Background: an optimization exercise with open tools, aiming at small area. Do not read the settings as production practice. No run shown here included a check of the RTL's function; only the layout flow was run. Power figures rest on the tool's default switching activity, not on a simulated workload.

## flow/design.v (module list and top-level ports; edited modules follow where they fit)
// module usbf_crc16: 34 lines
// module usbf_sie_rx: 287 lines
// module usbf_sie_tx: 217 lines
// module usbf_device_core: 777 lines
// module usb_desc: 338 lines
// module usb_uvc_core: 934 lines
// module ulpi_wrapper: 282 lines
// module frame: 221 lines
// module usb_uvc_top: 169 lines
module usb_uvc_top
(
     input           clk_i
    ,input           rst_i
    ,input  [  7:0]  ulpi_data_out_i
    ,input           ulpi_dir_i
    ,input           ulpi_nxt_i
    ,output [  7:0]  ulpi_data_in_o
    ,output          ulpi_stp_o
    ,output          fifo_wr_en_o
    ,output [  7:0]  fifo_wr_data_o
    ,output          fifo_rd_en_o
    ,input  [  7:0]  fifo_rd_data_i
    ,input  [ 11:0]  fifo_wnum_i
    ,input           fifo_aempty_i
    ,input           fifo_afull_i
    ,input           fifo_empty_i
);
  // ...
==> flow/run.sh <==
#!/bin/bash
# synth_recipe.tcl (not shown) runs the flow's synth.tcl, then flattens the netlist and writes it again
# the make line also repeats each setting of config.mk as NAME=value (left out here)
make -C /OpenROAD-flow-scripts/flow DESIGN_CONFIG=/design/flow/config.mk WORK_HOME=/design/flow/orfs CLKGATE_MAP_FILE= SYNTH_SCRIPT=/design/flow/synth_recipe.tcl finish
==> flow/config.mk <==
export PLATFORM = sky130hd
export DESIGN_NAME = usb_uvc_top
export DESIGN_NICKNAME = usb_uvc_top
export VERILOG_FILES = /design/flow/design.v
export SDC_FILE = /design/flow/constraint.sdc
export NUM_CORES = 4
export LEC_CHECK = 0
export CAP_MARGIN = 20
export CORE_MARGIN = 2
export CORE_UTILIZATION = 40
export SLEW_MARGIN = 20
==> flow/constraint.sdc <==
create_clock -name core_clock -period 10.0 [get_ports {clk_i}]
set_input_delay 2.0000 -clock core_clock [delete_from_list [all_inputs] [get_ports {clk_i}]]
set_output_delay 2.0000 -clock core_clock [all_outputs]
set_load 0.01 [all_outputs]
==> results_dict.tcl, run 1 <==
set metrics [dict create \
    path_depth 10 \
    total_power_mw 6.60 \
    first_iter_violations 2137 \
    whs_endpoint "u_usb_uvc_core.u_core.sof_r2$_DFF_P_" \
    hp-class "flip-flop to flip-flop" \
    crit_required_ns 8.00 \
    rsz0062_at_grt "no" \
    routabilityCongestion 0.949 \
    ff2ff_path_depth 14 \
    buffer_area_frac 0.0211 \
    synth_cell_type_count 96 \
    synth_fa_ha_area_frac 0.0231 \
    grt_pass1_wl_mm 139 \
    cp_cell_sequence "inv_1 > ha_1 > nor2b_1 > nand2_1 > nor3_1 > buf_4 > nand2_1 > o21ai_0 > nor2b_1 > clkdlybuf4s50_1" \
    max_slew_margin 0.298 \
    slowest_stage "clkdlybuf4s50_1" \
    start_util 0.403 \
    grt-busiest-layer "met2" \
    largest_register_ffs 64 \
    status "no timing/DRC/antenna violations" \
    seq_share 0.416 \
    powerClk_mw 2.46 \
    synth_warnings 29 \
    regArea_mm2 0.0152 \
    hold_slack_ns 0.326 \
    cts_num_sinks 609 \
    synth_mux_area_frac 0.0517 \
    viasPerCell 5.66 \
    use_met1 0.284 \
    rrSetupSlack_ns 4.85 \
    hold_viol_final 0 \
    clock_power_share 0.372 \
    cp_top_family "simple AND/OR/NAND/NOR gates" \
    hold_start "u_usb_uvc_core.u_core.sof_r1$_DFF_P_" \
    antenna_found_initial 0 \
]
==> inputs of run 2 (changes only) <==
--- a/flow/config.mk
+++ b/flow/config.mk
@@ -9,3 +9,4 @@
 export CORE_MARGIN = 2
 export CORE_UTILIZATION = 40
+export CTS_BUF_LIST = sky130_fd_sc_hd__clkbuf_4
 export SLEW_MARGIN = 20
==> run 2 against run 1 <==
Still clean on timing, DRC and antenna. Setup slack got worse by 0.41 ns. Non-clock buffer count grew 1. Sequential share of layout area rose by 0.067 points. Worst hold slack gained 0.0012 ns. Register-to-register slack got worse by 0.02 ns. Final cell count increased by 3.8%. Clock power decreased by 8.9%. Largest power group unchanged.
==> results_dict.tcl, run 2 <==
set metrics [dict create \
    status "no timing/DRC/antenna violations" \
    final_common_cell "dfrtp_1" \
    dpl.hpwl_mm 58.1 \
    crit_path_end_kind "output port" \
    p_leak_nw 15.8 \
    instances_no_fill 4809 \
    hp-class "flip-flop to flip-flop" \
    ff2ff_path_depth 14 \
    setup_violations 0 \
    first_iter_violations 2038 \
    rr_endpoint "u_usb_uvc_core.ep00_resp[6]$_SDFF_PN0_" \
    use_met1 0.283 \
    fin_skew_ns 0.0624 \
    cts_tree "done" \
    slowest_stage "clkdlybuf4s50_1" \
    synth_warnings 29 \
    start_util 0.403 \
    synthFlopType "dfrtp_1" \
    path_class "flip-flop to output port" \
    ant_nets 0 \
    wirelength_mm 85.4 \
    setup.worst_path.start "u_usb_phy.tx_delay_q[0]$_DFFE_PP0P_" \
    yosys.area.top_type_share 0.426 \
    hold_viol_final 0 \
    postCtsResizedCells 0 \
    cp_cell_sequence "inv_1 > ha_1 > nor2b_1 > nand2_1 > nor3_1 > buf_4 > nand2_1 > o21ai_0 > nor2b_1 > clkdlybuf4s50_1" \
    final_cell_mix "dfrtp_1 (562), nand2_1 (369), nor2_1 (324)" \
    grt-busiest-layer "met2" \
    viasPerCell 5.59 \
    overflow 0 \
    nNetsFinal 3705 \
    met3_usage 0.0383 \
    slowest_delay_ns 0.59 \
    num_vias 26900 \
    synth_cell_type_count 96 \
    worstReg2RegStart "u_usb_uvc_core.setup_packet_q[2][5]$_DFFE_PP0P_" \
    post-place-ws_ns 4.77 \
    rrSetupSlack_ns 4.83 \
    synth_area_leaders "dfrtp_1 (43%), nand2_1 (4.2%), nor2_1 (3.7%), mux2_2 (3.7%), o21ai_0 (3.3%)" \
    grt_max_degree 166 \
    max_freq_ghz 0.170 \
    rows 105 \
    die_area_mm2 0.0848 \
    synth-async-reset-ratio 0.985 \
    cp_num_buf_inv 3 \
    coreArea_mm2 0.0818 \
    routabilityCongestion 0.949 \
    pin_count 54 \
    cap_violations 0 \
    rsz0062_at_grt "no" \
    drv_slew 0 \
    routedWlPerCell_um 17.8 \
    ys_seq_elements 609 \
    htree_levels 4 \
    syn_area_per_cell_um2 9.31 \
    die_h_um 291 \
    die_x_um 291 \
    cts_inserted_buffers 160 \
    ir_worst_vdd_mv 0.117 \
    insertion_delay_ns 0.99 \
    dr.pass1.iters 6 \
    cts_buffer_depth 3 \
    largest_register_ffs 64 \
    place_inst 4516 \
    area_delta_synth_final_pct 10.8 \
    synth_edf_count 0 \
    worstMarginPinSlew_ns 1.04 \
    yosysSeqAreaShare 0.462 \
    drc 0 \
    endpoint "fifo_rd_en_o" \
    clk_pin_slew_worst_paths_ns 0.06 \
    hold_slack_ns 0.327 \
    hold_buffers 0 \
    synth_commonest_cells "dfrtp_1 (562), nand2_1 (369), nor2_1 (324), o21ai_0 (220), a21oi_1 (217)" \
    grtUsageTotal 0.202 \
    netlist_area_mm2 0.0330 \
    max_slew_margin 0.304 \
    crit_required_ns 8.00 \
    netlist_instances 3547 \
    finalCriticalPeriod_ns 5.87 \
    startpoint_type "flip-flop" \
    path_depth 10 \
    drive_above_1_share 0.131 \
    synth.most_common_cell "dfrtp_1" \
    grtUsageMet2 0.304 \
    grt_pass1_wl_mm 141 \
    cp_top_family "simple AND/OR/NAND/NOR gates" \
    post-route-worst-setup-slack_ns 4.13 \
    synth_largest_area_cell "dfrtp_1" \
    path_max_fanout 9 \
    antenna_found_initial 2 \
    grt_pass1_vias 26100 \
    powerDensity_mw_per_mm2 175 \
    cts_num_sinks 609 \
    io_buffers 49 \
    critical_path_arrival_ns 3.87 \
    period_share 0.587 \
    cts_root_buf "clkbuf_4" \
    cts_setup_buffers 0 \
    total_power_mw 6.39 \
]
-- run 2: cell types whose count changed in the layout (fill, tap and decap cells not counted), sizes merged --
| cell | previous run | this run |
|---|---|---|
| diode | 0 | 3 |
| inv | 96 | 97 |
| clkbuf | 100 | 235 |
| clkinv | 10 | 44 |
| buf | 34 | 35 |
-- run 2: logic make-up after synthesis --
group,Yosys count,share of synthesized area
mux,157,0.0517
simple gates,1390,0.209
other cells,1,0.000114
fa+ha+maj,61,0.0231
xor+xnor,236,0.0654
compound gates,814,0.156
flops,609,0.462
buf+inv,279,0.0325
-- run 2: how the worst min path moves through the flow --
stage | start | endpoint | cells past startpoint
after floorplan | u_usb_uvc_core.u_core.sof_r1$_DFF_P_ | u_usb_uvc_core.u_core.sof_r2$_DFF_P_ | 0
after global placement | u_usb_uvc_core.u_core.sof_r1$_DFF_P_ | u_usb_uvc_core.u_core.sof_r2$_DFF_P_ | 0
after detailed placement | u_usb_uvc_core.u_core.sof_r1$_DFF_P_ | u_usb_uvc_core.u_core.sof_r2$_DFF_P_ | 0
after CTS | u_usb_uvc_core.u_core.sof_r1$_DFF_P_ | u_usb_uvc_core.u_core.sof_r2$_DFF_P_ | 0
after global routing | u_usb_uvc_core.u_core.sof_r1$_DFF_P_ | u_usb_uvc_core.u_core.sof_r2$_DFF_P_ | 0
final | u_usb_uvc_core.u_core.sof_r1$_DFF_P_ | u_usb_uvc_core.u_core.sof_r2$_DFF_P_ | 0
-- run 2: final cells by class --
type,instances,area [um^2]
tap,1070,1340
fill,7983,45300
sequential,609,15200
inverter,93,353
clock inverter,54,342
multi-input combinational,2661,16700
antenna,3,7.51
timing repair buffer,84,791
clock buffer,235,1760
-- run 2: per-layer routing --
layer  vias to the layer above  part of all wire
met5                         -                 0
met4                         0             0.035
met3                       210             0.054
met2                       806              0.45
met1                     12900              0.47
li1                      13000                 -
-- run 2: power breakdown --
part / internal, mW / switching (mW)
Sequential: 2.68 / 0.275
Combinational: 0.531 / 0.665
Clock: 1.17 / 1.07
-- run 2: through the flow --
stage	cell area [um^2]	util	TNS (ns)
after floorplan	33000	-	-85.54
after global placement	34400	0.421	0
after detailed placement	34400	0.421	0
after CTS	36500	0.446	0
after global routing	36600	0.447	0
final	36600	0.447	0
-- run 2: worst register-to-register path: stages (launching register included) --
cell and delay (ns):
dfrtp_1 0.40, or4_1 0.53, nor3_1 0.53, a31o_2 0.25
a31oi_1 0.16, o21ai_1 0.73, nand2_2 0.33, a22o_1 0.38
inv_1 0.21, ha_1 0.21, inv_1 0.08, nor4_1 0.30
mux2i_1 0.13, nor3b_1 0.46, nor4b_1 0.34
==> inputs of run 3 (changes only) <==
--- a/flow/config.mk
+++ b/flow/config.mk
@@ -9,4 +9,4 @@
 export CORE_MARGIN = 2
 export CORE_UTILIZATION = 40
-export CTS_BUF_LIST = sky130_fd_sc_hd__clkbuf_4
+export CTS_BUF_LIST = sky130_fd_sc_hd__clkbuf_8
 export SLEW_MARGIN = 20
==> run 3 against run 2 <==
Still clean on timing, DRC and antenna. Clock power increased by 3%. Combinational power about the same. Register-to-register slack about the same. Critical endpoint unchanged.
==> results_dict.tcl, run 3 <==
set metrics [dict create \
    cap_violations 0 \
    synth_area_leaders "dfrtp_1 (43%), nand2_1 (4.2%), nor2_1 (3.7%), mux2_2 (3.7%), o21ai_0 (3.3%)" \
    start_util 0.403 \
    io_buffers 49 \
    path_class "flip-flop to output port" \
    die_area_mm2 0.0848 \
    first_iter_violations 2175 \
    dpl.hpwl_mm 58.1 \
    max_slew_margin 0.276 \
    rows 105 \
    routabilityCongestion 0.949 \
    worstMarginPinSlew_ns 1.08 \
    netlist_area_mm2 0.0330 \
    die_x_um 291 \
    drive_above_1_share 0.108 \
    synth_warnings 29 \
    crit_path_end_kind "output port" \
    synth_edf_count 0 \
    num_vias 26400 \
    drc 0 \
    place_inst 4516 \
    area_delta_synth_final_pct 10.9 \
    hp-class "flip-flop to flip-flop" \
    ant_nets 0 \
    coreArea_mm2 0.0818 \
    insertion_delay_ns 0.73 \
    pin_count 54 \
    ir_worst_vdd_mv 0.110 \
    final_cell_mix "dfrtp_1 (562), nand2_1 (369), nor2_1 (324)" \
    synth_commonest_cells "dfrtp_1 (562), nand2_1 (369), nor2_1 (324), o21ai_0 (220), a21oi_1 (217)" \
    path_max_fanout 9 \
    final_common_cell "dfrtp_1" \
    period_share 0.556 \
    largest_register_ffs 64 \
    cts_setup_buffers 0 \
    overflow 0 \
    nNetsFinal 3646 \
    htree_levels 3 \
    cts_root_buf "clkbuf_8" \
    netlist_instances 3547 \
    grt_pass1_wl_mm 140 \
    synth_largest_area_cell "dfrtp_1" \
    crit_required_ns 8.00 \
    yosysSeqAreaShare 0.462 \
    powerDensity_mw_per_mm2 176 \
    routedWlPerCell_um 18.0 \
    synth.most_common_cell "dfrtp_1" \
    yosys.area.top_type_share 0.426 \
    finalCriticalPeriod_ns 5.56 \
    postCtsResizedCells 0 \
    grt_pass1_vias 25600 \
    p_leak_nw 15.8 \
    setup_violations 0 \
    grt_max_degree 166 \
    clk_pin_slew_worst_paths_ns 0.06 \
    cts_tree "done" \
    fin_skew_ns 0.0556 \
    dr.pass1.iters 6 \
    tns_ns 0 \
    hold_slack_ns 0.325 \
    ys_seq_elements 609 \
    synth-async-reset-ratio 0.985 \
    final_util 0.447 \
    wirelength_mm 84.8 \
    hold_buffers 0 \
    startpoint_type "flip-flop" \
    antenna_found_initial 1 \
    grtUsageTotal 0.199 \
    max_freq_ghz 0.180 \
    syn_area_per_cell_um2 9.31 \
    synthFlopType "dfrtp_1" \
    instances_no_fill 4709 \
    die_h_um 291 \
    synth_cell_type_count 96 \
    status "no timing/DRC/antenna violations" \
    cts_buffer_depth 3 \
    hold_viol_final 0 \
    cts_num_sinks 609 \
    fill_cells 7879 \
    critical_path_arrival_ns 3.56 \
    rsz0062_at_grt "no" \
    cts_inserted_buffers 102 \
    drv_slew 0 \
    viasPerCell 5.61 \
]
-- run 3: logic make-up after synthesis --
logic type	synth area share
compound gates	0.156
xor+xnor	0.0654
fa+ha+maj	0.0231
buf+inv	0.0325
flops	0.462
mux	0.0517
other cells	0.000114
simple gates	0.209
-- run 3: final cells by class --
type                    instances  area (um^2)  area share
repair buffers                 83          774      0.0212
clock inverters                67          439      0.0120
flip-flops and latches        609        15200       0.416
inverters                      93          353     0.00964
clock buffers                 125         1720      0.0470
well taps                    1070         1340      0.0366
multi-input cells            2661        16700       0.457
diodes                          1         2.50   0.0000684
-- run 3: metrics by stage --
stage / total power [mW] / setup WS (ns) / cell area (um^2)
2_1_floorplan: 3.82 / -0.152 / 33000
3_3_place_gp: 4.18 / 4.80 / 34400
3_5_place_dp: 4.20 / 4.77 / 34400
4_1_cts: 6.54 / 4.31 / 36600
5_1_grt: 6.82 / 4.10 / 36600
6_report: 6.45 / 4.44 / 36600
-- run 3: worst max-delay path, stage by stage, from the launching register on --
cell and delay (ns):
dfrtp_1 0.36, inv_1 0.10, ha_1 0.17, nor2b_1 0.38, nand2_1 0.36, nor3_1 0.23
buf_4 0.19, nand2_1 0.06, o21ai_0 0.22, nor2b_1 0.19, clkdlybuf4s50_1 0.60
-- run 3: worst paths after layout --
kind	to	depth (start not counted)	slack [ns]	start
max	fifo_rd_en_o	10	4.44	u_usb_phy.tx_delay_q[0]$_DFFE_PP0P_
min	u_usb_uvc_core.u_core.sof_r2$_DFF_P_	0	0.32	u_usb_uvc_core.u_core.sof_r1$_DFF_P_
max reg2reg	u_usb_uvc_core.ep00_resp[6]$_SDFF_PN0_	14	4.84	u_usb_uvc_core.setup_packet_q[2][5]$_DFFE_PP0P_
min reg2reg	u_usb_uvc_core.u_core.sof_r2$_DFF_P_	0	0.32	u_usb_uvc_core.u_core.sof_r1$_DFF_P_
max in group asynchronous	u_usb_uvc_core.u_core.u_sie_rx.token_ep_q[2]$_DFFE_PP0P_	4	6.58	rst_i
min in group asynchronous	u_frame.color_cnt[10]$_DFFE_PP0P_	3	1.85	rst_i
-- run 3: layer usage --
metal	GRT usage	part of all wire	routed length, um
met1	0.284	0.47	39900
met2	0.305	0.45	38100
met3	0.0282	0.048	4050
met4	0.0784	0.033	2780
met5	0	0	0
-- run 3: report_power, final --
group	leakage [nW]	total (mW)	internal (mW)	switching [mW]
clock network	1.25	2.30	1.23	1.07
registers	7.99	2.96	2.68	0.275
logic	6.60	1.19	0.530	0.663
total	15.8	6.45	4.44	2.01

-- separate check: timing with driven ports --
The results above use ideal ports. As a check the final layouts listed here were re-extracted and re-timed, cells and wires unchanged. Step 1 sets driving cells, clkbuf_16 on the clock port and buf_2 on the other inputs (assumed; they add their load-dependent delay and slew). Step 2 moves the port delays by t, midway between the first and last clock arrival at a register: inputs arrive t later, outputs are due t later. That takes back most of the time a late clock gives input paths. Slacks: no drivers / after step 1 / after step 2; pairs: no drivers / after step 1.
run | t (ns) | setup slack, ns | worst data-port slew with drivers (ns)
run 1 | 0.663 | 4.538 / 4.471 / 4.745 | 0.04
run 2 | 1.026 | 4.132 / 4.076 / 4.809 | 0.04
run 3 | 0.763 | 4.442 / 4.388 / 4.735 | 0.04
After both steps setup and hold are still met in every run listed.
